This is an optimization exercise on Yosys and OpenROAD, whose aim is small area, a short achievable clock period and few clock cycles, not a production implementation.
At most, simulation tests tie the RTL to the original design; equivalence was not proved.
No functional check of the RTL was part of runs 3 to 6.

File: flow/config.mk
export PLATFORM = sky130hd
export DESIGN_NAME = HT_TOP
export DESIGN_NICKNAME = HT_TOP
export VERILOG_FILES = /design/flow/design.v
export SDC_FILE = /design/flow/constraint.sdc
export NUM_CORES = 4
export LEC_CHECK = 0
export ABC_AREA = 1
export CAP_MARGIN = 20
export CORE_MARGIN = 2
export CORE_UTILIZATION = 40
export CTS_BUF_LIST = sky130_fd_sc_hd__clkbuf_8
export SLEW_MARGIN = 20
File: flow/constraint.sdc
create_clock -name core_clock -period 32.0 [get_ports {clk}]
set_input_delay 6.4000 -clock core_clock [delete_from_list [all_inputs] [get_ports {clk}]]
set_output_delay 6.4000 -clock core_clock [all_outputs]
set_load 0.01 [all_outputs]
File: flow/design.v
module HT_OP (
    input         merge,
    input  [47:0] wl,
    input  [2:0]  xin,
    input  [7:0]  vld,
    input  [4:0]  newslot,
    input  [14:0] pin,
    input  [39:0] cin,
    output [47:0] wo,
    output [14:0] po,
    output [39:0] co
);
    function lt6;
        input [5:0] a, b;
        integer n;
        reg res;
        begin
            res = 1'b0;
            for (n = 0; n < 6; n = n + 1)
                res = (~a[n] & b[n]) | ((~a[n] | b[n]) & res);
            lt6 = res;
        end
    endfunction
    wire [5:0] w [0:7];
    wire [5:0] r [0:7];
    wire [7:0] c;
    wire [5:0] x;
    genvar i, s;
    generate
        for (i = 0; i < 8; i = i + 1) begin : UNP
            assign w[i] = wl[6*i +: 6];
        end
        for (i = 0; i < 8; i = i + 1) begin : REM
            if (i < 6) begin : SH
                assign r[i] = merge ? w[i+2] : {3'b000, w[i][2:0]};
            end else begin : TL
                assign r[i] = {3'b000, w[i][2:0]};
            end
            assign c[i] = vld[i] & lt6(r[i], x);
        end
    endgenerate
    assign x = merge ? (w[0] + w[1]) : {3'b000, xin};
    wire [2:0] k;
    assign k[2] = c[3];
    assign k[1] = (c[1] & ~c[3]) | c[5];
    assign k[0] = (c[0] & ~c[1]) | (c[2] & ~c[3]) | (c[4] & ~c[5]) | c[6];
    generate
        for (i = 0; i < 8; i = i + 1) begin : INS
            if (i == 0) begin : F
                assign wo[6*i +: 6] = c[i] ? r[i] : x;
            end else begin : N
                assign wo[6*i +: 6] = c[i] ? r[i] : (c[i-1] ? x : r[i-1]);
            end
        end
        for (s = 0; s < 5; s = s + 1) begin : SLOT
            wire [2:0] p   = pin[3*s +: 3];
            wire [7:0] cd  = cin[8*s +: 8];
            wire [2:0] j   = merge ? (p - 3'd2) : p;
            wire       hit = merge ? (p[2:1] == 2'b00) : newslot[s];
            assign po[3*s +: 3] = hit ? k : (j + {2'b00, (j >= k)});
            assign co[8*s +: 8] = (merge & hit) ? {cd[6:0], ~p[0]} : cd;
        end
    endgenerate
endmodule
`timescale 1ns/1ps
module HT_TOP (
    input  wire       clk,
    input  wire       rst_n,
    input  wire       in_valid,
    input  wire [2:0] in_weight,
    input  wire       out_mode,
    output reg        out_valid,
    output reg        out_code
);
reg  [3:0]  t;
reg         pend;
reg         mode_q;
reg  [14:0] ptr;
reg  [39:0] code;
reg  [4:0]  w0, w1, w2;
reg  [3:0]  w3, w4, w5, w6;
reg  [2:0]  w7;
wire [47:0] wl = {3'd0, w7, 2'd0, w6, 2'd0, w5, 2'd0, w4, 2'd0, w3,
                  1'b0, w2, 1'b0, w1, 1'b0, w0};
wire       merge = t[3];
wire [2:0] u     = t[2:0];
wire [4:0] newslot;
assign newslot[0] = (u == 3'd4);
assign newslot[1] = mode_q ? (u == 3'd2) : (u == 3'd5);
assign newslot[2] = mode_q ? (u == 3'd5) : (u == 3'd6);
assign newslot[3] = mode_q ? (u == 3'd0) : (u == 3'd7);
assign newslot[4] = mode_q ? (u == 3'd1) : (u == 3'd3);
wire [7:0] vld;
genvar v;
generate
    for (v = 0; v < 8; v = v + 1) begin : VLD
        assign vld[v] = merge ? (u + v < 6) : (u > v);
    end
endgenerate
wire [47:0] wa;
wire [14:0] pa;
wire [39:0] ca;
HT_OP u_a (
    .merge(merge), .wl(wl), .xin(w7), .vld(vld), .newslot(newslot),
    .pin(ptr), .cin(code), .wo(wa), .po(pa), .co(ca)
);
wire [7:0]  c0       = code[7:0];
wire        c0_last  = (c0[7:2] == 6'd0);
wire        all_done = c0_last & (code[15:8] == 8'd0);
wire [39:0] code_sh  = c0_last ? {8'd0, code[39:8]} : {code[39:8], 1'b0, c0[7:1]};
wire snd    = (t == 4'd15);
wire idle   = ~merge & ~pend;
wire fin    = (t == 4'd14);
wire ov_d   = fin | (snd & ~all_done);
wire [39:0] code_d = snd ? code_sh : idle ? {5{8'd1}} : ca;
always @(posedge clk) begin
    mode_q <= out_mode;
    ptr    <= pa;
    code   <= code_d;
    w7     <= in_valid ? in_weight : wa[44:42];
    {w6, w5, w4, w3, w2, w1, w0} <=
        {wa[39:36], wa[33:30], wa[27:24], wa[21:18],
         wa[16:12], wa[10:6], wa[4:0]};
end
always @(posedge clk or negedge rst_n) begin
    if (!rst_n) begin
        t         <= 4'd0;
        pend      <= 1'b0;
        out_valid <= 1'b0;
        out_code  <= 1'b0;
    end else begin
        pend      <= in_valid;
        out_valid <= ov_d;
        out_code  <= ov_d & code_d[0];
        if ((snd & all_done) | idle)
            t <= 4'd0;
        else if (!snd)
            t <= t + 4'd1;
    end
end
endmodule
File: flow/flow/run.sh
#!/bin/bash
# Layout: the standard ORFS flow (standard.sh), with two changes:
#  - synthesis does not extract half/full adder cells (ADDER_MAP_FILE
#    empty), so ABC maps that logic with the rest;
#  - ports are buffered with buf_2 cells instead of the default choice.
# make's full output goes to standard.log; ORFS keeps each step's log under
# orfs/logs.
set -uo pipefail
bash standard.sh ADDER_MAP_FILE= \
    "BUFFER_PORTS_ARGS=-buffer_cell sky130_fd_sc_hd__buf_2" \
    finish > standard.log 2>&1
status=$?
tail -n 30 standard.log
exit $status
File: flow/standard.sh
#!/bin/bash
# synth_recipe.tcl (not shown) runs the flow's synth.tcl, then flattens the netlist and writes it again
# the make line also repeats each setting of config.mk as NAME=value (left out here)
make -C /OpenROAD-flow-scripts/flow DESIGN_CONFIG=/design/flow/config.mk WORK_HOME=/design/flow/orfs CLKGATE_MAP_FILE= SYNTH_SCRIPT=/design/flow/synth_recipe.tcl "${@:-finish}"
==> results of run 1 <==
-- final timing paths --
check / from / end / slack (ns) / cells past startpoint
max in group asynchronous: rst_n / t[3] / 26.00 / 1
max: out_valid / out_valid / 24.73 / 1
min in group asynchronous: rst_n / out_code / 5.84 / 1
min: w6[3] / w5[3] / 0.50 / 2
max reg2reg: t[3] / ptr[2] / 28.24 / 22
min reg2reg: w6[3] / w5[3] / 0.50 / 2
-- flip-flops by register name, indices dropped and copies added (netlist names) --
name / count
w2: 5
w1: 5
pend: 1
out_code: 1
code: 40
w0: 5
w4: 4
w3: 4
out_valid: 1
t: 4
ptr: 15
w6: 4
w7: 3
w5: 4
mode_q: 1
-- routing by layer --
layer	GRT usage (%)	wire length (um)
met2	27.5	5930
met3	2.95	571
met1	23.7	6230
met4	5.56	175
met5	0	0
-- cell families (layout without fill, tap and decap cells) --
family	after synthesis	after routing	share of synthesized area [%]
AND/OR/NAND/NOR	384	384	29.7
AO/OA/AOI/OAI	173	173	16.9
buffers and inverters	150	154	10.7
flip-flops	97	97	41.3
XOR/XNOR	7	7	1.30
other	1	3	0.0638
multiplexers	1	1	0.170
-- area by class of cell --
type                    instances  area (um^2)
multi-input cells             568         2830
clock inverters                 7         77.6
clock buffers                   9          124
inverters                     128          480
repair buffers                 10         55.1
flip-flops and latches         97         2430
well taps                     184          230
fillers                      1530         8200
-- cells in the mapped netlist (5+ instances only) --
cell | instances | area share, %
nand2_1 | 217 | 14
inv_1 | 117 | 7.5
o21ai_0 | 85 | 7.2
nor2_1 | 61 | 3.9
dfxtp_1 | 45 | 15
edfxtp_1 | 45 | 23
nand3_1 | 40 | 3.4
a21oi_1 | 34 | 2.9
o22ai_1 | 21 | 2.2
nand2_2 | 19 | 2.0
nand3_2 | 14 | 2.4
o21ai_1 | 12 | 1.0
clkbuf_1 | 11 | 0.70
or2_2 | 9 | 0.96
inv_2 | 8 | 0.51
nand4_1 | 8 | 0.85
dfrtp_1 | 7 | 3.0
nor2_2 | 7 | 0.74
nand2_4 | 5 | 0.96
o21ai_2 | 5 | 0.74
xor2_1 | 5 | 0.74
==> impl_results.md, run 1 <==
* RSZ-0062 raised after global routing: false
* Cts bufs inserted at 9
* Inst Count DP at around 1000
* Crit path buf inv count at 1
* Clock-pin slew of the registers on the worst-case setup and hold paths at around 0.1 ns
* Layout cells sized above 1 at about an eighth
* Post-synth EDFFs at between 40 and 50
* Deepest level of the CTS H-tree at 3
* Post-CTS Hold Buffers at 0
* Syn. warnings at 2
* Initial Utilization at between 40% and 50%
* Final worst slack at between 20 and 25 ns
* Avg Synthesized Cell Area at between 7 and 8 um^2
* Final GP Congestion at about 0.78
* Grt total ovfl at 0
* DR vias at 5000
* Chip Width at approximately 130 um
* Post-CTS Resized at 0
* WL final at approximately 13 mm
* Delay-heaviest family, CP: flip-flops
* First-pass GRT wire length at 21.9 mm
* Antenna viol nets, final at 0
* Commonest cells after routing, fill and taps aside: nand2_1 (217), inv_1 (118), o21ai_0 (85)
* Largest net degree at the start of global routing at 57
* Setup CP Type: register to output pin
* Max Freq at roughly 0.14 GHz
* Dpl ws at ~25 ns
* Max Buffers Root-to-Sink at 2
* Crit-path max cell delay at approximately 0.36 ns
* Area after DPL at approximately 6000 um^2
* Commonest non-fill, non-tap cell in the layout: nand2_1
* Num rows at 44
* Slew Viols, Final at 0
* Worst endpoint required time at 25.60 ns
* CP endpoint kind: output pin
* Outcome: timing/DRC/antenna clean
* Initial detailed-routing violation count at ~330
* Root Driver: clkbuf_8
* Die area at 15700 um^2
* IO buf count at 8
* Clk Latency, worst-skew pair at between 0.3 and 0.4 ns
* Maxcap violations at 0
* Sink Count at 97
* Initial antenna violation count at 0
* Sequential-to-total area share from yosys stat at about 41%
* DP HPWL at 9.28 mm
* Hold_ws at 0.499 ns
* Cell Chain, Critical Path: buf_2
* IO Pins at 9
* Hold Path Class: register to register
* Drt pass-1 iters at 5
* Worst setup SP type: register
* Slew @ Worst Pin at a little over 0.7 ns
* Number of synthesized register bits at 97
* Mapped cell area at 5880 um^2
* Vias in the first global route at around 4400
* Vias per cell at between 4 and 5
* # nets final at 821
* Core Area at between 10000 and 15000 um^2
* Crit-path max FO at 1
* Arr. time, crit path at 0.87 ns
* Total negative slack at 0 ns
* Hold Violations, Final at 0
* Layout Skew at roughly 0.013 ns
* Final setup vio count at 0
* Slowest stage cell, crit path: dfrtp_1
* Period utilization at between 20 and 25%
* N_diodes at 0
* Final instance area at 6230 um^2
* CTS tree: yes
* Finished Layout Cells at between 1000 and 1500
* Relative max-transition margin at between 50% and 60%
* Postcts setup bufs at 0
* Netlist cell types at 42
* Die Span Y at between 100 and 150 um
* Share of flip-flops with an asynchronous set or reset at a little over 7%
* Most used DFF post-synth: edfxtp_1
* Gr usage total at 17.2%
* Layout area overhead at 5.94%
* Synth Instances at just over 800
* DR WL/cell at 12.9 um
* Final core occ at a little over two fifths
* DRC Markers at 0
* Fin crit period at slightly above 7 ns
Testbench counts, summed over its fixed seeds: cycles 11,025.
==> run 2, diff against run 1 <==
==> flow/flow/run.sh (replaced) <==
#!/bin/bash
# Layout: the standard ORFS flow (standard.sh), with these changes:
#  - synthesis: no half/full adder cell extraction (ADDER_MAP_FILE empty),
#    and ABC maps with flow/area.abc (see flow/own_synth.tcl);
#  - ports are buffered with buf_2 cells instead of the default choice.
# make's full output goes to standard.log; ORFS keeps each step's log under
# orfs/logs.
set -uo pipefail
export OWN_WORK_DIR=$PWD
export OWN_FLOW_DIR=$PWD/flow
bash standard.sh "SYNTH_SCRIPT=$OWN_FLOW_DIR/own_synth.tcl" ADDER_MAP_FILE= \
    "BUFFER_PORTS_ARGS=-buffer_cell sky130_fd_sc_hd__buf_2" \
    finish > standard.log 2>&1
status=$?
tail -n 30 standard.log
exit $status
==> flow/flow/area.abc (new file) <==
strash
&get -n
&fraig -x
&put
scorr
dc2
strash
&get -n
&dch -f
&nf -R 1000
&put
==> flow/flow/own_synth.tcl (new file) <==
# The standard flow's synthesis (synth_recipe.tcl in the work folder), with one change:
# ABC maps the logic with flow/area.abc instead of ORFS's abc_area.script.
# Registers are mapped before ABC runs, so they are the same as the standard flow's.
proc abc {args} {
  set i [lsearch -exact $args -script]
  if {$i >= 0} {
    lset args [expr {$i + 1}] [file join $::env(OWN_FLOW_DIR) area.abc]
  }
  yosys abc {*}$args
}
source [file join $::env(OWN_WORK_DIR) synth_recipe.tcl]
==> run 2 against run 1 <==
Compared with the run above:
- still clean on timing, DRC and antenna
- sequential share of layout area up 5.0 points
- critical path depth unchanged
- first-iteration DRC count up 7.0%
- largest cell class unchanged
==> impl_results.md, run 2 <==
* WL final at 11.1 mm
* Layout cells sized above 1 at 7.13%
* Syn. warnings at 2
* Die area at around 13000 um^2
* Crit-path max FO at 1
* CTS tree: yes
* Clock-pin slew of the registers on the worst-case setup and hold paths at about 0.10 ns
* Fill count at around 1200
* Post-synth top area share at a little over a quarter
* Area of the multi-input gates at around 2500 um^2
* Period utilization at between 20% and 30%
* Num rows at 40
* Top cells by instance count after synthesis: nand2_1 (74), o21ai_0 (51), a21oi_1 (47)
* Final setup vio count at 0
* Gr usage total at 17.6%
* Clk Latency, worst-skew pair at roughly 0.39 ns
* Slowest stage cell, crit path: dfrtp_1
* Chip Width at 115 um
* Inst Count DP at roughly 710
* Mapped cell area at 4960 um^2
* Crit path buf inv count at 1
* Delay-heaviest family, CP: flip-flops
* Hold Violations, Final at 0
* # nets final at ~560
* Slew Viols, Final at 0
* Slew @ Worst Pin at around 0.91 ns
* DR vias at a little over 4000
* Area after DPL at about 5300 um^2
* Number of synthesized register bits at a little under 100
* Synth Instances at between 500 and 600
* Fin crit period at between 7 and 8 ns
* Finished Layout Cells at between 700 and 800
* Vias per cell at about 5.6
* Largest registers: code (40), ptr (15)
* Antenna viol nets, final at 0
* Worst R2R Start: t[3]
* CP endpoint kind: output pin
* Layout Skew at 0.0162 ns
* Dpl ws at between 20 and 30 ns
* Max reg flops at 40
* Grt total ovfl at 0
* Max Buffers Root-to-Sink at 2
* Top cells by area, synth: edfxtp_1 (27%), dfxtp_1 (18%), nand2_1 (5.6%)
* Most used DFF post-synth: edfxtp_1
* Cts bufs inserted at 9
* Postcts setup bufs at 0
* Hold_ws at 0.533 ns
* Arr. time, crit path at just under 0.9 ns
* Post-CTS Hold Buffers at 0
* Sink Count at 97
* RSZ-0062 raised after global routing: false
* IO Pins at 9
* Initial Utilization at between 40% and 50%
* XOR/XNOR share of the synthesized area at roughly 4.6%
* Initial antenna violation count at 0
* Share of flip-flops with an asynchronous set or reset at about 7.2%
* Post-synthesis mux area share at slightly below 5%
* Outcome: timing/DRC/antenna clean
* N_diodes at 0
* DP HPWL at around 7.6 mm
* Worst endpoint required time at about 26 ns
* Netlist cell types at 42
* Commonest cells after routing, fill and taps aside: nand2_1 (74), o21ai_0 (50), a21oi_1 (47)
* Drt pass-1 iters at 5
* Die Span Y at ~120 um
* Deepest level of the CTS H-tree at 3
* DRC Markers at 0
* Setup CP Type: register to output pin
* Final GP Congestion at 0.821
* Commonest non-fill, non-tap cell in the layout: nand2_1
* Critical path startpoint: out_code
* Seq. cell area at approximately 2400 um^2
* Cell Chain, Critical Path: buf_2
* IO buf count at 8
* Compound-Gate Fraction of Synth Area at a little under a quarter
* Worst setup SP type: register
* Avg Synthesized Cell Area at approximately 9.4 um^2
* DR WL/cell at 15.3 um
* Synth Area in Simple Gates at between 10 and 15%
* Final instance area at 5520 um^2
* Largest net degree at the start of global routing at 74
* Max Freq at around 0.14 GHz
* Total negative slack at 0 ns
* Initial detailed-routing violation count at around 350
* Vias in the first global route at roughly 3700
* First-pass GRT wire length at roughly 18 mm
* Final core occ at 45.7%
* Core Area at between 10000 and 15000 um^2
* Synth area leader: edfxtp_1
* Biggest register: code
* Hold Path Class: register to register
* Post-CTS Resized at 0
* Relative max-transition margin at between 30% and 40%
* Largest family of logic cells by synthesized area: compound AO/OA/AOI/OAI gates
* Layout area overhead at 11.2%
* Post-Synth Adder-Cell Area at around 1.6%
* Post-synth EDFFs at 45
* Maxcap violations at 0
* Top-count cell post-synth: nand2_1
* Root Driver: clkbuf_8
* Crit-path max cell delay at approximately 0.36 ns
* Hold path start: w5[3]
* Sequential-to-total area share from yosys stat at 48.9%
* Final worst slack at between 20 and 25 ns
[run 2: cell types whose count changed after synthesis, sizes merged, moves of 11 or more]
cell | before | now
a211oi | 0 | 11
clkinv | 3 | 15
nor2 | 68 | 44
xnor2 | 0 | 15
and2 | 0 | 12
nand3 | 55 | 11
mux2i | 1 | 21
inv | 125 | 0
clkbuf | 11 | 0
a22o | 0 | 25
buf | 11 | 0
a21oi | 36 | 47
nand2 | 241 | 74
o21ai | 102 | 51
[run 2: worst min-delay path, cell delays in order (launching register included)]
cell     delay, ns
dfxtp_1       0.34
nand2_1       0.08
o21ai_0       0.08
[run 2: area by class of cell]
cell class	count	area share [%]
clock buffer	9	2.25
clock inverter	7	1.41
inverter	15	1.02
multi-input combinational	415	45.4
sequential	97	44.0
tap	168	3.81
timing repair buffer	18	2.09
[run 2: layer usage]
metal	share of wire [%]	track usage, %
met1	51	26.3
met2	45	25.3
met3	3.2	3.85
met4	1.2	5.86
met5	0	0
[run 2: final timing paths]
check / cells past startpoint / end / slack (ns)
min: 2 / w3[3] / 0.53
min in group asynchronous: 1 / pend / 5.83
max in group asynchronous: 1 / t[3] / 25.99
max reg2reg: 20 / ptr[2] / 26.52
min reg2reg: 2 / w3[3] / 0.53
max: 1 / out_code / 24.73
[run 2: cell families after synthesis]
family	count (synthesis)
AO/OA/AOI/OAI	187
XOR/XNOR	26
adder cells (fa/ha/maj)	8
buffers and inverters	15
flip-flops	97
multiplexers	24
other	1
AND/OR/NAND/NOR	167
==> run 3, diff against run 2 <==
--- a/flow/design.v
+++ b/flow/design.v
@@ -6,8 +6,7 @@
     input  [4:0]  newslot,
     input  [14:0] pin,
-    input  [39:0] cin,
     output [47:0] wo,
     output [14:0] po,
-    output [39:0] co
+    output [2:0]  k
 );
     function lt6;
@@ -41,5 +40,4 @@
     endgenerate
     assign x = merge ? (w[0] + w[1]) : {3'b000, xin};
-    wire [2:0] k;
     assign k[2] = c[3];
     assign k[1] = (c[1] & ~c[3]) | c[5];
@@ -54,12 +52,43 @@
         end
         for (s = 0; s < 5; s = s + 1) begin : SLOT
-            wire [2:0] p   = pin[3*s +: 3];
-            wire [7:0] cd  = cin[8*s +: 8];
-            wire [2:0] j   = merge ? (p - 3'd2) : p;
-            wire       hit = merge ? (p[2:1] == 2'b00) : newslot[s];
-            assign po[3*s +: 3] = hit ? k : (j + {2'b00, (j >= k)});
-            assign co[8*s +: 8] = (merge & hit) ? {cd[6:0], ~p[0]} : cd;
+            wire [2:0] p = pin[3*s +: 3];
+            assign po[3*s +: 3] = newslot[s] ? k : (p + {2'b00, (p >= k)});
         end
     endgenerate
+endmodule
+module HT_PATH (
+    input  [2:0] p,
+    input  [2:0] k1, k2, k3,
+    input  [1:0] k4, k5,
+    input        k6,
+    output [7:1] h,
+    output [7:1] b
+);
+    function [2:0] step;
+        input [2:0] q, km;
+        reg   [2:0] j;
+        begin
+            j = q - 3'd2;
+            if (q[2:1] == 2'b00)
+                step = km;
+            else
+                step = j + {2'b00, (j >= km)};
+        end
+    endfunction
+    wire [2:0] q1 = p;
+    wire [2:0] q2 = step(q1, k1);
+    wire [2:0] q3 = step(q2, k2);
+    wire [2:0] q4 = step(q3, k3);
+    wire [1:0] q5 = step(q4, {1'b0, k4});
+    wire [1:0] q6 = step({1'b0, q5}, {1'b0, k5});
+    wire       q7 = step({1'b0, q6}, {2'b00, k6});
+    assign h[1] = (q1[2:1] == 2'b00);
+    assign h[2] = (q2[2:1] == 2'b00);
+    assign h[3] = (q3[2:1] == 2'b00);
+    assign h[4] = (q4[2:1] == 2'b00);
+    assign h[5] = ~q5[1];
+    assign h[6] = ~q6[1];
+    assign h[7] = 1'b1;
+    assign b = {~q7, ~q6[0], ~q5[0], ~q4[0], ~q3[0], ~q2[0], ~q1[0]};
 endmodule
 `timescale 1ns/1ps
@@ -77,5 +106,6 @@
 reg         mode_q;
 reg  [14:0] ptr;
-reg  [39:0] code;
+reg  [2:0]  sc;       
+reg  [2:0]  m;        
 reg  [4:0]  w0, w1, w2;
 reg  [3:0]  w3, w4, w5, w6;
@@ -100,26 +130,67 @@
 wire [47:0] wa;
 wire [14:0] pa;
-wire [39:0] ca;
+wire [2:0]  ka;
 HT_OP u_a (
     .merge(merge), .wl(wl), .xin(w7), .vld(vld), .newslot(newslot),
-    .pin(ptr), .cin(code), .wo(wa), .po(pa), .co(ca)
-);
-wire [7:0]  c0       = code[7:0];
-wire        c0_last  = (c0[7:2] == 6'd0);
-wire        all_done = c0_last & (code[15:8] == 8'd0);
-wire [39:0] code_sh  = c0_last ? {8'd0, code[39:8]} : {code[39:8], 1'b0, c0[7:1]};
-wire snd    = (t == 4'd15);
-wire idle   = ~merge & ~pend;
-wire fin    = (t == 4'd14);
-wire ov_d   = fin | (snd & ~all_done);
-wire [39:0] code_d = snd ? code_sh : idle ? {5{8'd1}} : ca;
+    .pin(ptr), .wo(wa), .po(pa), .k(ka)
+);
+reg [2:0] ps;
+always @(*) begin
+    case (sc)
+        3'd0:    ps = ptr[2:0];
+        3'd1:    ps = ptr[5:3];
+        3'd2:    ps = ptr[8:6];
+        3'd3:    ps = ptr[11:9];
+        default: ps = ptr[14:12];
+    endcase
+end
+wire [7:1] h, b;
+HT_PATH u_path (.p(ps), .k1(w2[2:0]), .k2(w3[2:0]), .k3(w4[2:0]),
+                .k4(w5[1:0]), .k5(w6[1:0]), .k6(w7[0]), .h(h), .b(b));
+wire [7:1] rest = h & ((7'd1 << (m - 3'd1)) - 7'd1);
+reg  [2:0] mn;
+always @(*) begin
+    casez (rest)
+        7'b?1?????: mn = 3'd6;
+        7'b?01????: mn = 3'd5;
+        7'b?001???: mn = 3'd4;
+        7'b?0001??: mn = 3'd3;
+        7'b?00001?: mn = 3'd2;
+        7'b?000001: mn = 3'd1;
+        default:    mn = 3'd7;
+    endcase
+end
+wire more = (rest != 7'd0);
+wire bit_m = b[m];
+wire snd  = (t == 4'd15);
+wire keep = merge & u[2] & u[1];
+wire idle = ~merge & ~pend;
+wire fin  = (t == 4'd14);
+wire emit = fin | snd;
+wire last = ~more & (sc == 3'd4);
 always @(posedge clk) begin
     mode_q <= out_mode;
-    ptr    <= pa;
-    code   <= code_d;
-    w7     <= in_valid ? in_weight : wa[44:42];
-    {w6, w5, w4, w3, w2, w1, w0} <=
-        {wa[39:36], wa[33:30], wa[27:24], wa[21:18],
-         wa[16:12], wa[10:6], wa[4:0]};
+    if (!merge)
+        ptr <= pa;
+    if (emit) begin
+        m  <= mn;
+        sc <= more ? sc : sc + 3'd1;
+    end else begin
+        m  <= 3'd7;
+        sc <= 3'd0;
+    end
+    if (in_valid)
+        w7 <= in_weight;
+    else begin
+        w7[2:1] <= merge ? ka[2:1] : wa[44:43];
+        if (!keep)
+            w7[0] <= merge ? ka[0] : wa[42];
+    end
+    if (!keep)
+        {w6[1:0], w5[1:0], w4[2:0], w3[2:0], w2[2:0]} <=
+            {wa[37:36], wa[31:30], wa[26:24], wa[20:18], wa[14:12]};
+    {w6[3:2], w5[3:2], w4[3], w3[3], w2[4:3]} <=
+        {wa[39:38], wa[33:32], wa[27], wa[21], wa[16:15]};
+    {w1, w0} <= {wa[10:6], wa[4:0]};
 end
 always @(posedge clk or negedge rst_n) begin
@@ -131,7 +202,7 @@
     end else begin
         pend      <= in_valid;
-        out_valid <= ov_d;
-        out_code  <= ov_d & code_d[0];
-        if ((snd & all_done) | idle)
+        out_valid <= emit;
+        out_code  <= emit & bit_m;
+        if ((snd & last) | idle)
             t <= 4'd0;
         else if (!snd)
==> run 3 against run 2 <==
Compared with the run above:
- final area down 14%
- largest cell class unchanged
- register-to-register slack lost 2.4 ns
- critical path type is now register to register
- die area decreased by 14%
- via count decreased by 1.2%
- sequential share of layout area decreased by 9.9 points
==> impl_results.md, run 3 <==
* Outcome: timing/DRC/antenna clean
* Layout Skew at about 0.013 ns
* Biggest register: ptr
* Slew Viols, Final at 0
* DR WL/cell at between 15 and 20 um
* Worst setup SP type: register
* Mapped cell area at ~4200 um^2
* Max Buffers Root-to-Sink at 2
* Initial Utilization at between 40% and 50%
* Postcts setup bufs at 0
* Sink Count at 63
* Commonest non-fill, non-tap cell in the layout: nand2_1
* Initial detailed-routing violation count at around 340
* Slowest stage cell, crit path: a32oi_1
* XOR/XNOR share of the synthesized area at about 4%
* Grt total ovfl at 0
* Clk Latency, worst-skew pair at about 0.36 ns
* Synth area leader: edfxtp_1
* N_diodes at 0
* Maxcap violations at 0
* CP endpoint kind: register
* Post-Synth Adder-Cell Area at ~1.7%
* Max reg flops at 15
* Synth Instances at around 520
* Final GP Congestion at around 0.87
* Worst endpoint required time at about 32 ns
* Number of synthesized register bits at 63
* Most used DFF post-synth: edfxtp_1
* Seq. cell area at 1620 um^2
* Period utilization at roughly 25%
* R2R Setup Slk at approximately 24 ns
* Drt pass-1 iters at 5
* Synth Area in Simple Gates at ~22%
* Hold depth at 2
* Crit path buf inv count at 1
* Final setup vio count at 0
* WL final at approximately 11 mm
* Largest family of logic cells by synthesized area: compound AO/OA/AOI/OAI gates
* Die Span Y at ~110 um
* Top cells by area, synth: edfxtp_1 (23%), dfxtp_1 (11%), o21ai_0 (7.9%)
* Gr usage total at between 20% and 30%
* Num rows at 37
* Setup CP Type: register to register
* Post-synth EDFFs at 32
* Avg Synthesized Cell Area at 8.14 um^2
* Finished Layout Cells at 689
* Layout area overhead at 11.6%
* Area after DPL at 4500 um^2
* DP HPWL at about 8.0 mm
* Top cells by instance count after synthesis: nand2_1 (78), o21ai_0 (67), nor2_1 (53)
* Delay-heaviest family, CP: compound AO/OA/AOI/OAI gates
* Top-count cell post-synth: nand2_1
* Post-CTS Resized at 0
* Arr. time, crit path at about 8.1 ns
* RSZ-0062 raised after global routing: false
* Dpl ws at approximately 24 ns
* Fill count at 1029
* Initial antenna violation count at 0
* Syn. warnings at 3
* Post-CTS Hold Buffers at 0
* Clock-pin slew of the registers on the worst-case setup and hold paths at 0.08 ns
* Area of the multi-input gates at about 2600 um^2
* IO buf count at 8
* Largest net degree at the start of global routing at 55
* Core Area at between 10000 and 15000 um^2
* # nets final at 555
* DR vias at ~4000
* Total negative slack at 0 ns
* Vias per cell at 5.81
* Deepest level of the CTS H-tree at 3
* Post-synth top area share at 22.6%
* Relative max-transition margin at 25.7%
* Share of flip-flops with an asynchronous set or reset at between 10 and 15%
* Chip Width at roughly 110 um
* Vias in the first global route at roughly 3700
* First-pass GRT wire length at between 15 and 20 mm
* DRC Markers at 0
* Final instance area at between 4000 and 5000 um^2
* Commonest cells after routing, fill and taps aside: nand2_1 (78), o21ai_0 (67), nor2_1 (53)
* R2R depth at 34
* Final worst slack at between 20 and 25 ns
* Crit-path max FO at 11
* Root Driver: clkbuf_8
* Sequential-to-total area share from yosys stat at 38.1%
* Die area at 11400 um^2
* Max Freq at between 0.1 and 0.15 GHz
* Cts bufs inserted at 9
* CTS tree: yes
* IO Pins at 9
* Post-synthesis mux area share at under 10%
* Slew @ Worst Pin at roughly 1.1 ns
* Compound-Gate Fraction of Synth Area at 25.1%
* Inst Count DP at around 670
* Layout cells sized above 1 at under 10%
* Hold Path Class: register to register
* Crit-path max cell delay at approximately 0.54 ns
* Netlist cell types at 45
* Crit path depth at 34
* CP dominant cell by count: nor2_1
* Hold Violations, Final at 0
* Fin crit period at between 7 and 8 ns
* Antenna viol nets, final at 0
* Hold_ws at 0.538 ns
## run 3: changes by cell type after synthesis, sizes merged, moves of 11 or more
cell,delta
dfxtp,-21
nor3,+11
a22o,-23
a21oi,-13
o21ai,+16
o211ai,+12
edfxtp,-13
## run 3: layout make-up
cell class	count	share of cell area [%]
Multi-Input combinational cell	443	54.3
Sequential cell	63	34.2
Tap cell	136	3.60
Clock buffer	10	2.91
Timing Repair Buffer	15	1.96
Clock inverter	6	1.80
Inverter	16	1.27
## run 3: final timing paths
check | startpoint | endpoint
min in group asynchronous | rst_n | t[1]
min | w6[3] | w5[3]
min reg2reg | w6[3] | w5[3]
max | sc[1] | sc[2]
max in group asynchronous | rst_n | t[3]
max reg2reg | sc[1] | sc[2]
## run 3: through the flow
| step | utilization (%) |
|---|---|
| 5_1_grt | 45.8 |
| 4_1_cts | 45.8 |
| 2_1_floorplan | - |
| 3_5_place_dp | 43.6 |
| 3_3_place_gp | 43.6 |
| 6_report | 45.8 |
## run 3: routing by layer
| metal | GRT usage, % | routed length (um) |
|---|---|---|
| met5 | 0 | 0 |
| met2 | 32.8 | 5360 |
| met1 | 29.0 | 5390 |
| met4 | 9.83 | 240 |
| met3 | 2.74 | 406 |
## run 3: worst reg2reg max path, delay by kind of cell, from the launching register on
kind	cells	cell delay, ns
flip-flops	1	0.50
multiplexers	1	0.28
XOR/XNOR	3	0.67
buffers and inverters	1	0.08
AO/OA/AOI/OAI	12	2.96
adder cells (fa/ha/maj)	1	0.41
AND/OR/NAND/NOR	16	2.81
## run 3: logic make-up after synthesis
family / after synthesis
AOI/OAI and AO/OA: 175
xor gates and xnor gates: 19
adders and majority gates: 7
buffers and inverters: 16
DFF: 63
muxes: 31
other: 1
and+or+nand+nor: 209
==> run 4, diff against run 3 <==
--- a/flow/design.v
+++ b/flow/design.v
@@ -5,4 +5,5 @@
     input  [7:0]  vld,
     input  [4:0]  newslot,
+    input         hold,
     input  [14:0] pin,
     output [47:0] wo,
@@ -53,5 +54,5 @@
         for (s = 0; s < 5; s = s + 1) begin : SLOT
             wire [2:0] p = pin[3*s +: 3];
-            assign po[3*s +: 3] = newslot[s] ? k : (p + {2'b00, (p >= k)});
+            assign po[3*s +: 3] = newslot[s] ? k : (p + {2'b00, ~hold & (p >= k)});
         end
     endgenerate
@@ -113,17 +114,18 @@
 wire [47:0] wl = {3'd0, w7, 2'd0, w6, 2'd0, w5, 2'd0, w4, 2'd0, w3,
                   1'b0, w2, 1'b0, w1, 1'b0, w0};
-wire       merge = t[3];
 wire [2:0] u     = t[2:0];
+wire       merge = t[3] & ~(u[2] & u[1]);
+wire       keep  = t[3] & u[2] & u[1];
 wire [4:0] newslot;
-assign newslot[0] = (u == 3'd4);
-assign newslot[1] = mode_q ? (u == 3'd2) : (u == 3'd5);
-assign newslot[2] = mode_q ? (u == 3'd5) : (u == 3'd6);
-assign newslot[3] = mode_q ? (u == 3'd0) : (u == 3'd7);
-assign newslot[4] = mode_q ? (u == 3'd1) : (u == 3'd3);
+assign newslot[0] = ~t[3] & (u == 3'd4);
+assign newslot[1] = ~t[3] & (mode_q ? (u == 3'd2) : (u == 3'd5));
+assign newslot[2] = ~t[3] & (mode_q ? (u == 3'd5) : (u == 3'd6));
+assign newslot[3] = ~t[3] & (mode_q ? (u == 3'd0) : (u == 3'd7));
+assign newslot[4] = ~t[3] & (mode_q ? (u == 3'd1) : (u == 3'd3));
 wire [7:0] vld;
 genvar v;
 generate
     for (v = 0; v < 8; v = v + 1) begin : VLD
-        assign vld[v] = merge ? (u + v < 6) : (u > v);
+        assign vld[v] = keep | (merge ? (u + v < 6) : (u > v));
     end
 endgenerate
@@ -132,5 +134,6 @@
 wire [2:0]  ka;
 HT_OP u_a (
-    .merge(merge), .wl(wl), .xin(w7), .vld(vld), .newslot(newslot),
+    .merge(merge), .wl(wl), .xin(keep ? 3'd7 : w7), .vld(vld),
+    .newslot(newslot), .hold(t[3]),
     .pin(ptr), .wo(wa), .po(pa), .k(ka)
 );
@@ -164,6 +167,5 @@
 wire bit_m = b[m];
 wire snd  = (t == 4'd15);
-wire keep = merge & u[2] & u[1];
-wire idle = ~merge & ~pend;
+wire idle = ~t[3] & ~pend;
 wire fin  = (t == 4'd14);
 wire emit = fin | snd;
@@ -171,6 +173,5 @@
 always @(posedge clk) begin
     mode_q <= out_mode;
-    if (!merge)
-        ptr <= pa;
+    ptr <= pa;
     if (emit) begin
         m  <= mn;
@@ -180,16 +181,7 @@
         sc <= 3'd0;
     end
-    if (in_valid)
-        w7 <= in_weight;
-    else begin
-        w7[2:1] <= merge ? ka[2:1] : wa[44:43];
-        if (!keep)
-            w7[0] <= merge ? ka[0] : wa[42];
-    end
-    if (!keep)
-        {w6[1:0], w5[1:0], w4[2:0], w3[2:0], w2[2:0]} <=
-            {wa[37:36], wa[31:30], wa[26:24], wa[20:18], wa[14:12]};
-    {w6[3:2], w5[3:2], w4[3], w3[3], w2[4:3]} <=
-        {wa[39:38], wa[33:32], wa[27], wa[21], wa[16:15]};
+    w7 <= in_valid ? in_weight : merge ? ka : wa[44:42];
+    {w6, w5, w4, w3, w2} <=
+        {wa[39:36], wa[33:30], wa[27:24], wa[21:18], wa[16:12]};
     {w1, w0} <= {wa[10:6], wa[4:0]};
 end
==> run 4 against run 3 <==
Compared with the run above:
- via count rose by 0.85%
- count of clock-buffer cells in the layout is 1 lower
- first-iteration DRC count shrank 21%
- worst hold slack got worse by 0.017 ns
- non-clock buffer count rose by 1
- fmax shrank 7.5%
- wire length fell by 2.6%
- critical path depth grew 2
- clock skew down 0.0063 ns
- critical path type unchanged
- critical endpoint is now t[1]
- highest routed layer unchanged
==> impl_results.md, run 4 <==
* Worst setup SP type: register
* CP endpoint kind: register
* First-pass GRT wire length at 18.6 mm
* Vias in the first global route at 3729
* Outcome: timing/DRC/antenna clean
* Die Span Y at about 100 um
* Total negative slack at 0 ns
* Period utilization at 26.5%
* Share of flip-flops with an asynchronous set or reset at 11.1%
* DP HPWL at 7.99 mm
* CP endpoint: t[1]
* Hold path start: w2[3]
* Drt pass-1 iters at 4
* Post-CTS Resized at 0
* Worst R2R Start: sc[2]
* Max Buffers Root-to-Sink at 2
* Inst Count DP at 676
* Clk Latency, worst-skew pair at about 0.36 ns
* Die area at about 11000 um^2
* IO Pins at 9
* DR WL/cell at around 16 um
* DR vias at 4035
* RSZ-0062 raised after global routing: false
* Post-synth top area share at approximately 25%
* Crit-path max FO at 10
* Slowest stage cell, crit path: a311oi_1
* Biggest register: ptr
* Gr usage total at 20.8%
* Mapped cell area at a little over 4000 um^2
* Top cells by area, synth: dfxtp_1 (25%), o21ai_0 (8.2%), a21oi_1 (7.9%)
* R2R depth at 36
* DRC Markers at 0
* Arr. time, crit path at roughly 8.7 ns
* Number of synthesized register bits at 63
* Core Area at 9820 um^2
* Maxcap violations at 0
* Syn. warnings at 3
* Max Freq at between 0.1 and 0.15 GHz
* Largest family of logic cells by synthesized area: compound AO/OA/AOI/OAI gates
* Synth area leader: dfxtp_1
* Slew Viols, Final at 0
* Fin crit period at between 8 and 9 ns
* Grt total ovfl at 0
* Layout area overhead at 11.4%
* Critical path startpoint: sc[2]
* Num rows at 36
* Final GP Congestion at 0.861
* Cts bufs inserted at 9
* # nets final at roughly 560
* CP dominant cell by count: o21ai_0
* Post-CTS Hold Buffers at 0
* Commonest cells after routing, fill and taps aside: nand2_1 (66), o21ai_0 (66), a21oi_1 (64)
* Root Driver: clkbuf_8
* N_diodes at 0
* Initial Utilization at between 40% and 50%
* Layout Skew at between 0.006 and 0.007 ns
* Vias per cell at just under 6
* Most used DFF post-synth: dfxtp_1
* Initial detailed-routing violation count at 269
* Hold Violations, Final at 0
* Finished Layout Cells at 692
* Compound-Gate Fraction of Synth Area at between 30% and 40%
* Final core occ at a little under half
* Final setup vio count at 0
* Chip Width at roughly 100 um
* Layout cells sized above 1 at about 5.7%
* Setup CP Type: register to register
* IO buf count at 8
* Post-synthesis mux area share at under 10%
* Postcts setup bufs at 0
* Synth Instances at roughly 530
* Initial antenna violation count at 0
* Post-Synth Adder-Cell Area at 2.22%
* Largest net degree at the start of global routing at 45
* XOR/XNOR share of the synthesized area at approximately 4.3%
* Crit-path max cell delay at approximately 0.67 ns
* WL final at 11.1 mm
* R2R Setup Slk at ~24 ns
* Synth Area in Simple Gates at between 20% and 30%
* Netlist cell types at between 40 and 50
* Hold Path Class: register to register
* Slew @ Worst Pin at 0.907 ns
* Relative max-transition margin at between 30% and 40%
* Clock-pin slew of the registers on the worst-case setup and hold paths at 0.08 ns
* Worst reg2reg path endpoint: t[1]
* Antenna viol nets, final at 0
* Max reg flops at 15
* Avg Synthesized Cell Area at 7.69 um^2
* Worst endpoint required time at between 30 and 40 ns
* Top cells by instance count after synthesis: nand2_1 (66), o21ai_0 (66), a21oi_1 (64)
* Deepest level of the CTS H-tree at 3
* CTS tree: yes
* Sequential-to-total area share from yosys stat at 33.5%
* Post-synth EDFFs at 6
* Sink Count at 63
[run 4: cell types whose count changed after synthesis, moves of 5 or more]
cell and delta:
nor2_1 -7, nor3_1 -7, a21oi_1 +30, a211oi_1 -5
nand2_1 -12, o31ai_1 +6, edfxtp_1 -26, dfxtp_1 +26
[run 4: stage by stage]
stage	setup slack [ns]	instance area, um^2	hold WS, ns
6_report	23.51	4510	0.521
5_1_grt	22.55	4510	0.537
4_1_cts	23.62	4510	0.518
3_5_place_dp	23.65	4320	0.504
3_3_place_gp	24.16	4320	0.502
2_1_floorplan	24.81	4050	0.469
[run 4: area by class of cell]
| class | count | area, um^2 |
|---|---|---|
| sequential | 63 | 1360 |
| multi-input combinational | 451 | 2650 |
| clock buffer | 9 | 124 |
| inverter | 13 | 48.8 |
| timing repair buffer | 16 | 100 |
| fill | 1043 | 5310 |
| clock inverter | 7 | 63.8 |
| tap | 133 | 166 |
[run 4: cell families (layout without fill, tap and decap cells)]
| kind of cell | after synthesis | after routing |
|---|---|---|
| compound gates | 213 | 213 |
| xor+xnor | 20 | 20 |
| fa+ha+maj | 9 | 9 |
| buf+inv | 13 | 45 |
| flops | 63 | 63 |
| mux | 26 | 26 |
| simple gates | 183 | 183 |
[run 4: worst min-delay path by stage]
stage	cells past startpoint	end	slack, ns
6_report	2	w0[3]	0.52
3_3_place_gp	2	w1[3]	0.50
5_1_grt	2	w1[3]	0.54
2_1_floorplan	2	w1[3]	0.47
4_1_cts	2	w1[3]	0.52
3_5_place_dp	2	w1[3]	0.50
[run 4: critical path, delay by kind of cell (launching register included)]
kind,cells,cell delay (ns)
DFF,1,0.53
AOI/OAI and AO/OA,14,3.40
buffers and inverters,2,0.31
muxes,2,0.64
xor gates and xnor gates,4,0.79
adders and majority gates,1,0.38
and+or+nand+nor,13,2.29
[run 4: layer usage]
metal | routed length [um] | vias to the layer above | GRT usage, %
li1 | - | 2054 | -
met3 | 517 | 18 | 4.05
met4 | 173 | 0 | 7.62
met5 | 0 | - | 0
met1 | 5340 | 1895 | 27.9
met2 | 5070 | 68 | 33.2
==> run 5, diff against run 4 <==
--- a/flow/design.v
+++ b/flow/design.v
@@ -37,8 +37,13 @@
                 assign r[i] = {3'b000, w[i][2:0]};
             end
-            assign c[i] = vld[i] & lt6(r[i], x);
+            if (i < 6) begin : CM
+                assign c[i] = vld[i] & lt6(r[i], x);
+            end else begin : CI
+                assign c[i] = vld[i] & lt6(r[i], {3'b000, xin});
+            end
         end
     endgenerate
-    assign x = merge ? (w[0] + w[1]) : {3'b000, xin};
+    wire [4:0] sum = w[0][4:0] + w[1][4:0];
+    assign x = merge ? {1'b0, sum} : {3'b000, xin};
     assign k[2] = c[3];
     assign k[1] = (c[1] & ~c[3]) | c[5];
@@ -66,30 +71,47 @@
     output [7:1] b
 );
-    function [2:0] step;
-        input [2:0] q, km;
-        reg   [2:0] j;
-        begin
-            j = q - 3'd2;
-            if (q[2:1] == 2'b00)
-                step = km;
-            else
-                step = j + {2'b00, (j >= km)};
-        end
-    endfunction
-    wire [2:0] q1 = p;
-    wire [2:0] q2 = step(q1, k1);
-    wire [2:0] q3 = step(q2, k2);
-    wire [2:0] q4 = step(q3, k3);
-    wire [1:0] q5 = step(q4, {1'b0, k4});
-    wire [1:0] q6 = step({1'b0, q5}, {1'b0, k5});
-    wire       q7 = step({1'b0, q6}, {2'b00, k6});
-    assign h[1] = (q1[2:1] == 2'b00);
-    assign h[2] = (q2[2:1] == 2'b00);
-    assign h[3] = (q3[2:1] == 2'b00);
-    assign h[4] = (q4[2:1] == 2'b00);
-    assign h[5] = ~q5[1];
-    assign h[6] = ~q6[1];
-    assign h[7] = 1'b1;
-    assign b = {~q7, ~q6[0], ~q5[0], ~q4[0], ~q3[0], ~q2[0], ~q1[0]};
+    wire [7:0] q1 = 8'd1 << p;
+    wire [6:0] q2;
+    wire [5:0] q3;
+    wire [4:0] q4;
+    wire [3:0] q5;
+    wire [2:0] q6;
+    wire [1:0] q7;
+    genvar i;
+    generate
+        for (i = 0; i < 7; i = i + 1) begin : S1
+            wire gt = (i > k1);
+            wire eq = (i == k1);
+            assign q2[i] = eq ? (q1[0] | q1[1]) : gt ? q1[i+1] : q1[i+2];
+        end
+        for (i = 0; i < 6; i = i + 1) begin : S2
+            wire gt = (i > k2);
+            wire eq = (i == k2);
+            assign q3[i] = eq ? (q2[0] | q2[1]) : gt ? q2[i+1] : q2[i+2];
+        end
+        for (i = 0; i < 5; i = i + 1) begin : S3
+            wire gt = (i > k3);
+            wire eq = (i == k3);
+            assign q4[i] = eq ? (q3[0] | q3[1]) : gt ? q3[i+1] : q3[i+2];
+        end
+        for (i = 0; i < 4; i = i + 1) begin : S4
+            wire gt = (i > k4);
+            wire eq = (i == k4);
+            assign q5[i] = eq ? (q4[0] | q4[1]) : gt ? q4[i+1] : q4[i+2];
+        end
+        for (i = 0; i < 3; i = i + 1) begin : S5
+            wire gt = (i > k5);
+            wire eq = (i == k5);
+            assign q6[i] = eq ? (q5[0] | q5[1]) : gt ? q5[i+1] : q5[i+2];
+        end
+        for (i = 0; i < 2; i = i + 1) begin : S6
+            wire gt = (i > k6);
+            wire eq = (i == k6);
+            assign q7[i] = eq ? (q6[0] | q6[1]) : gt ? q6[i+1] : q6[i+2];
+        end
+    endgenerate
+    assign h = {1'b1, q6[0] | q6[1], q5[0] | q5[1], q4[0] | q4[1],
+                q3[0] | q3[1], q2[0] | q2[1], q1[0] | q1[1]};
+    assign b = {q7[0], q6[0], q5[0], q4[0], q3[0], q2[0], q1[0]};
 endmodule
 `timescale 1ns/1ps
--- a/flow/config.mk
+++ b/flow/config.mk
@@ -7,7 +7,7 @@
 export LEC_CHECK = 0
 export ABC_AREA = 1
-export CAP_MARGIN = 20
+export CAP_MARGIN = 0
 export CORE_MARGIN = 2
 export CORE_UTILIZATION = 40
 export CTS_BUF_LIST = sky130_fd_sc_hd__clkbuf_8
-export SLEW_MARGIN = 20
+export SLEW_MARGIN = 0
==> run 5 against run 4 <==
Compared with the run above:
- still clean
- worst hold slack worse by 0.020 ns
- critical path depth down 35
- cell count up 2.5%
- first-iteration DRC count down 8.9%
- register-to-register slack better by 3.0 ns
- count of clock-buffer cells in the layout up 2
- wire length down 0.24%
- sequential share of layout area down 0.29 points
- largest cell class unchanged
==> impl_results.md, run 5 <==
* Biggest register: ptr
* Maxcap violations at 0
* Worst reg2reg path endpoint: ptr[13]
* Vias in the first global route at 3833
* First-pass GRT wire length at ~19 mm
* Grt total ovfl at 0
* Synth area leader: dfxtp_1
* Netlist cell types at 46
* Top-count cell post-synth: nor2_1
* Layout cells sized above 1 at 4.71%
* Root Driver: clkbuf_8
* Mapped cell area at around 4100 um^2
* Die area at about 11000 um^2
* Delay-heaviest family, CP: flip-flops
* Cts bufs inserted at 9
* CP endpoint kind: output pin
* Sink Count at 63
* Max Freq at ~0.14 GHz
* R2R depth at 17
* Slew @ Worst Pin at around 1.1 ns
* CTS tree: yes
* Final setup vio count at 0
* Hold Path Class: register to register
* Sequential-to-total area share from yosys stat at 32.8%
* Antenna viol nets, final at 0
* N_diodes at 0
* Commonest non-fill, non-tap cell in the layout: nor2_1
* Drt pass-1 iters at 5
* Layout area overhead at 10.3%
* IO Pins at 9
* Relative max-transition margin at about 27%
* DR vias at slightly above 4000
* Inst Count DP at 695
* Initial detailed-routing violation count at around 250
* Avg Synthesized Cell Area at roughly 7.6 um^2
* Num rows at 37
* Commonest cells after routing, fill and taps aside: nor2_1 (72), nand2_1 (67), a21oi_1 (60)
* Clock-pin slew of the registers on the worst-case setup and hold paths at approximately 0.070 ns
* Post-synth EDFFs at 6
* IO buf count at 8
* Outcome: timing/DRC/antenna clean
* Clk Latency, worst-skew pair at between 0.3 and 0.4 ns
* Slew Viols, Final at 0
* Setup CP Type: register to output pin
* Fin crit period at around 7.2 ns
* Chip Width at 106 um
* Top cells by instance count after synthesis: nor2_1 (72), nand2_1 (67), a21oi_1 (60)
* Period utilization at between 20% and 30%
* Layout Skew at 0.00991 ns
* Post-synth top area share at roughly 24%
* DR WL/cell at ~16 um
* Arr. time, crit path at between 0.8 and 0.9 ns
* Deepest level of the CTS H-tree at 3
* RSZ-0062 raised after global routing: false
* Initial Utilization at approximately 41%
* Most used DFF post-synth: dfxtp_1
* Vias per cell at slightly below 6
* Hold Violations, Final at 0
* DRC Markers at 0
* # nets final at around 580
* Top cells by area, synth: dfxtp_1 (24%), mux2i_1 (8.5%), a21oi_1 (7.3%)
* R2R Setup Slk at around 27 ns
* Cell Chain, Critical Path: buf_2
* Worst R2R Start: t[1]
* CP endpoint: out_code
* Core Area at around 10000 um^2
* Largest net degree at the start of global routing at 34
* Finished Layout Cells at 709
* Share of flip-flops with an asynchronous set or reset at between 10% and 20%
* Crit path buf inv count at 1
* Max reg flops at 15
* Slowest stage cell, crit path: dfrtp_1
* Synth Instances at 544
* Crit path depth at 1
* Syn. warnings at 8
* Final GP Congestion at roughly 0.84
* Total negative slack at 0 ns
* Max Buffers Root-to-Sink at 2
* Gr usage total at approximately a fifth
* Die Span Y at 106 um
* Postcts setup bufs at 0
* Worst endpoint required time at roughly 26 ns
* WL final at roughly 11 mm
* DP HPWL at just over 8 mm
* Post-CTS Resized at 0
* Worst setup SP type: register
* Post-CTS Hold Buffers at 0
* Initial antenna violation count at 0
* Critical path startpoint: out_code
* Number of synthesized register bits at 63
* Crit-path max FO at 1
* Crit-path max cell delay at about 0.35 ns
==> run 5: cell count changes after synthesis, sizes merged, moves of 7 or more <==
cell    previous run  this run
a211oi             3        10
and3               3        10
mux2i             25        35
nor2              46        72
o211ai            13         6
o21ai             66        59
==> run 5: how the worst min path moves through the flow <==
stage | from | end | slack, ns | depth (start not counted)
2_1_floorplan | w3[3] | w1[3] | 0.45 | 2
3_3_place_gp | ptr[14] | ptr[14] | 0.48 | 1
3_5_place_dp | w3[3] | w1[3] | 0.50 | 2
4_1_cts | w3[3] | w1[3] | 0.50 | 2
5_1_grt | w3[3] | w1[3] | 0.55 | 2
6_report | w3[3] | w1[3] | 0.50 | 2
==> run 5: cells by family (layout without fill, tap and decap cells) <==
family	Yosys count	count (layout)	share of synthesized area, %
XOR/XNOR	19	19	4.03
multiplexers	37	37	9.03
flip-flops	63	63	32.8
buffers and inverters	9	38	0.818
AND/OR/NAND/NOR	216	216	23.8
adder cells (fa/ha/maj)	6	6	1.45
AO/OA/AOI/OAI	194	194	28.0
==> run 5: area by class of cell <==
type,count,area (um^2)
sequential,63,1360
tap,136,170
timing repair buffer,15,92.6
inverter,9,33.8
fill,1063,5630
multi-input combinational,472,2740
clock inverter,3,12.5
clock buffer,11,151
==> run 5: stage by stage <==
stage / util [%] / hold slack [ns] / cell area, um^2 / worst slack [ns]
after CTS: 44.7 / 0.505 / 4560 / 24.76
after floorplan: - / 0.454 / 4130 / 25.00
after detailed placement: 43.1 / 0.497 / 4390 / 24.80
final: 44.7 / 0.501 / 4560 / 24.78
after global routing: 44.7 / 0.546 / 4560 / 24.72
after global placement: 43.1 / 0.477 / 4390 / 24.81
==> run 5: metal layers <==
metal	GRT usage, %	routed length [um]	vias to the layer above
met5	0	0	-
met3	3.83	475	16
li1	-	-	2076
met1	29.9	5420	1914
met4	6.39	178	0
met2	31.7	5000	91
==> run 6, diff against run 5 <==
--- a/flow/flow/run.sh
+++ b/flow/flow/run.sh
@@ -3,5 +3,7 @@
 #  - synthesis: no half/full adder cell extraction (ADDER_MAP_FILE empty),
 #    and ABC maps with flow/area.abc (see flow/own_synth.tcl);
-#  - ports are buffered with buf_2 cells instead of the default choice.
+#  - ports are buffered with buf_2 cells instead of the default choice;
+#  - clock tree: clkbuf_8 buffers, up to 16 flip-flops per leaf buffer, and
+#    no dummy loads.
 # make's full output goes to standard.log; ORFS keeps each step's log under
 # orfs/logs.
@@ -11,4 +13,5 @@
 bash standard.sh "SYNTH_SCRIPT=$OWN_FLOW_DIR/own_synth.tcl" ADDER_MAP_FILE= \
     "BUFFER_PORTS_ARGS=-buffer_cell sky130_fd_sc_hd__buf_2" \
+    "CTS_ARGS=-sink_clustering_enable -repair_clock_nets -buf_list sky130_fd_sc_hd__clkbuf_8 -sink_clustering_size 16 -sink_clustering_max_diameter 100 -dont_use_dummy_load" \
     finish > standard.log 2>&1
 status=$?
--- a/flow/config.mk
+++ b/flow/config.mk
@@ -10,4 +10,4 @@
 export CORE_MARGIN = 2
 export CORE_UTILIZATION = 40
-export CTS_BUF_LIST = sky130_fd_sc_hd__clkbuf_8
+export GPL_TIMING_DRIVEN = 0
 export SLEW_MARGIN = 0
==> run 6 against run 5 <==
Compared with the run above:
- still clean
- count of clock-buffer cells in the layout down 2
- via count rose by 0.34%
- setup slack worse by 0.018 ns
- non-clock buffer count fell by 5
- worst hold slack got worse by 0.0098 ns
- cell count is 1.4% lower
- critical path type unchanged
==> impl_results.md, run 6 <==
* Crit-path max FO at 1
* IO buf count at 8
* Worst endpoint required time at 25.60 ns
* CP endpoint kind: output pin
* Vias in the first global route at around 3600
* Grt total ovfl at 0
* Delay-heaviest family, CP: flip-flops
* Biggest register: ptr
* RSZ-0062 raised after global routing: false
* Initial Utilization at 40.6%
* Slew @ Worst Pin at 1.29 ns
* Total negative slack at 0 ns
* Relative max-transition margin at 14.3%
* Largest net degree at the start of global routing at 31
* Slew Viols, Final at 0
* Postcts setup bufs at 0
* Hold Path Class: register to register
* Hold_ws at between 0.4 and 0.5 ns
* Synth area leader: dfxtp_1
* WL final at approximately 11 mm
* DR WL/cell at ~16 um
* Number of synthesized register bits at 63
* Post-synth top area share at roughly a quarter
* IO Pins at 9
* N_diodes at 0
* Core Area at 10200 um^2
* Share of flip-flops with an asynchronous set or reset at between 10 and 15%
* Syn. warnings at 8
* Crit-path max cell delay at between 0.3 and 0.4 ns
* Die area at roughly 11000 um^2
* DP HPWL at about 8.0 mm
* Die Span Y at around 110 um
* Gr usage total at about a fifth
* Clock-pin slew of the registers on the worst-case setup and hold paths at around 0.07 ns
* Layout Skew at roughly 0.021 ns
* Slowest stage cell, crit path: dfrtp_1
* Post-CTS Hold Buffers at 0
* Antenna viol nets, final at 0
* Root Driver: clkbuf_8
* Drt pass-1 iters at 5
* DR vias at slightly above 4000
* Synth Instances at around 540
* Commonest non-fill, non-tap cell in the layout: nor2_1
* Final setup vio count at 0
* Final core occ at between 40 and 50%
* Top cells by instance count after synthesis: nor2_1 (72), nand2_1 (67), a21oi_1 (60)
* Post-CTS Resized at 0
* Layout cells sized above 1 at under 10%
* Most used DFF post-synth: dfxtp_1
* Mapped cell area at between 4000 and 5000 um^2
* Avg Synthesized Cell Area at between 7 and 8 um^2
* Max Buffers Root-to-Sink at 2
* Cell Chain, Critical Path: buf_2
* Hold Violations, Final at 0
* Outcome: timing/DRC/antenna clean
* Netlist cell types at 46
* Commonest cells after routing, fill and taps aside: nor2_1 (72), nand2_1 (67), a21oi_1 (60)
* Clk Latency, worst-skew pair at about 0.35 ns
* Initial antenna violation count at 0
* Vias per cell at just under 6
* Top cells by area, synth: dfxtp_1 (24%), mux2i_1 (8.5%), a21oi_1 (7.3%)
* Max Freq at between 0.1 and 0.15 GHz
* Max reg flops at 15
* First-pass GRT wire length at around 18 mm
* Deepest level of the CTS H-tree at 3
* Worst setup SP type: register
* CTS tree: yes
* Layout area overhead at 8.94%
* Cts bufs inserted at 9
* Fin crit period at 7.24 ns
* Post-synth EDFFs at 6
* Num rows at 37
* Final GP Congestion at ~0.84
* Chip Width at approximately 110 um
* Fill count at ~1100
* Setup CP Type: register to output pin
* Initial detailed-routing violation count at 284
* DRC Markers at 0
* Seq. cell area at between 1000 and 1500 um^2
* Top-count cell post-synth: nor2_1
* Period utilization at between 20% and 30%
* # nets final at around 570
* Arr. time, crit path at 0.84 ns
* Area of the multi-input gates at between 2000 and 3000 um^2
* Maxcap violations at 0
* Crit path buf inv count at 1
* Sequential-to-total area share from yosys stat at between 30% and 40%
* Sink Count at between 60 and 70
[run 6: cell counts after synthesis]
Identical to the previous run, type by type.
[run 6: per-layer routing]
metal,routed length (um),vias up,part of all wire (%),track usage [%]
li1,-,2066,-,-
met1,5540,1945,50,28.6
met3,467,12,4.2,3.15
met2,4840,88,44,31.0
met5,0,-,0,0
met4,153,0,1.4,7.33
[run 6: area by class of cell]
type | count | share of cell area [%]
Clock buffer | 9 | 2.75
Inverter | 9 | 0.751
Multi-Input combinational cell | 472 | 60.9
Sequential cell | 63 | 30.1
Tap cell | 136 | 3.78
Timing Repair Buffer | 10 | 1.67
[run 6: through the flow]
stage               area, um^2  worst slack, ns  std cells
floorplan                 4130            25.00        544
global placement          4340            24.66        688
detailed placement        4380            24.79        690
CTS                       4500            24.74        699
global route              4500            24.35        699
finish                    4500            24.76        699
[run 6: final timing paths]
check / from / depth (start not counted) / end / slack [ns]
hold reg to reg: w3[3] / 2 / w1[3] / 0.49
setup reg to reg: t[3] / 14 / ptr[8] / 24.90
setup / recovery: out_code / 1 / out_code / 24.76
max in group asynchronous: rst_n / 1 / out_valid / 25.93
min in group asynchronous: rst_n / 1 / t[1] / 5.89
hold / removal: w3[3] / 2 / w1[3] / 0.49
[run 6: kinds of logic (layout without fill, tap and decap cells)]
kind of cell / Yosys count / after routing / share of synthesized area [%]
buf+inv: 9 / 28 / 0.818
flops: 63 / 63 / 32.8
xor+xnor: 19 / 19 / 4.03
mux: 37 / 37 / 9.03
fa+ha+maj: 6 / 6 / 1.45
compound gates: 194 / 194 / 28.0
simple gates: 216 / 216 / 23.8

[afterwards: timing with drivers on the ports]
No port has a modelled driver above. Below, the same layouts with a new extraction and two added sets of constraints. Step 1: set_driving_cell puts a clkbuf_16 on clk and a buf_2 on each other input, an assumption about the parent block. Step 2 times the ports against the registers' clock, not the clock port: input delays grow and output delays shrink by t, the midpoint of the rising clock arrivals with the driver on. Three values: ideal ports, drivers, drivers and shift; two values: the first two.
| run | t, ns | setup WS [ns] | worst setup path at the end | worst register clock-pin slew, ns |
|---|---|---|---|---|
| run 1 | 0.418 | 24.729 / 24.693 / 24.978 | input to register | 0.11 / 0.11 |
| run 2 | 0.415 | 24.726 / 24.694 / 25.035 | input to register | 0.11 / 0.11 |
| run 3 | 0.390 | 24.152 / 24.152 / 24.152 | register to register | 0.08 / 0.08 |
| run 4 | 0.385 | 23.513 / 23.513 / 23.513 | register to register | 0.08 / 0.08 |
| run 5 | 0.370 | 24.778 / 24.744 / 24.797 | input to register | 0.07 / 0.07 |
| run 6 | 0.378 | 24.760 / 24.724 / 24.803 | input to register | 0.07 / 0.07 |
After both steps setup and hold are still met in every run listed.
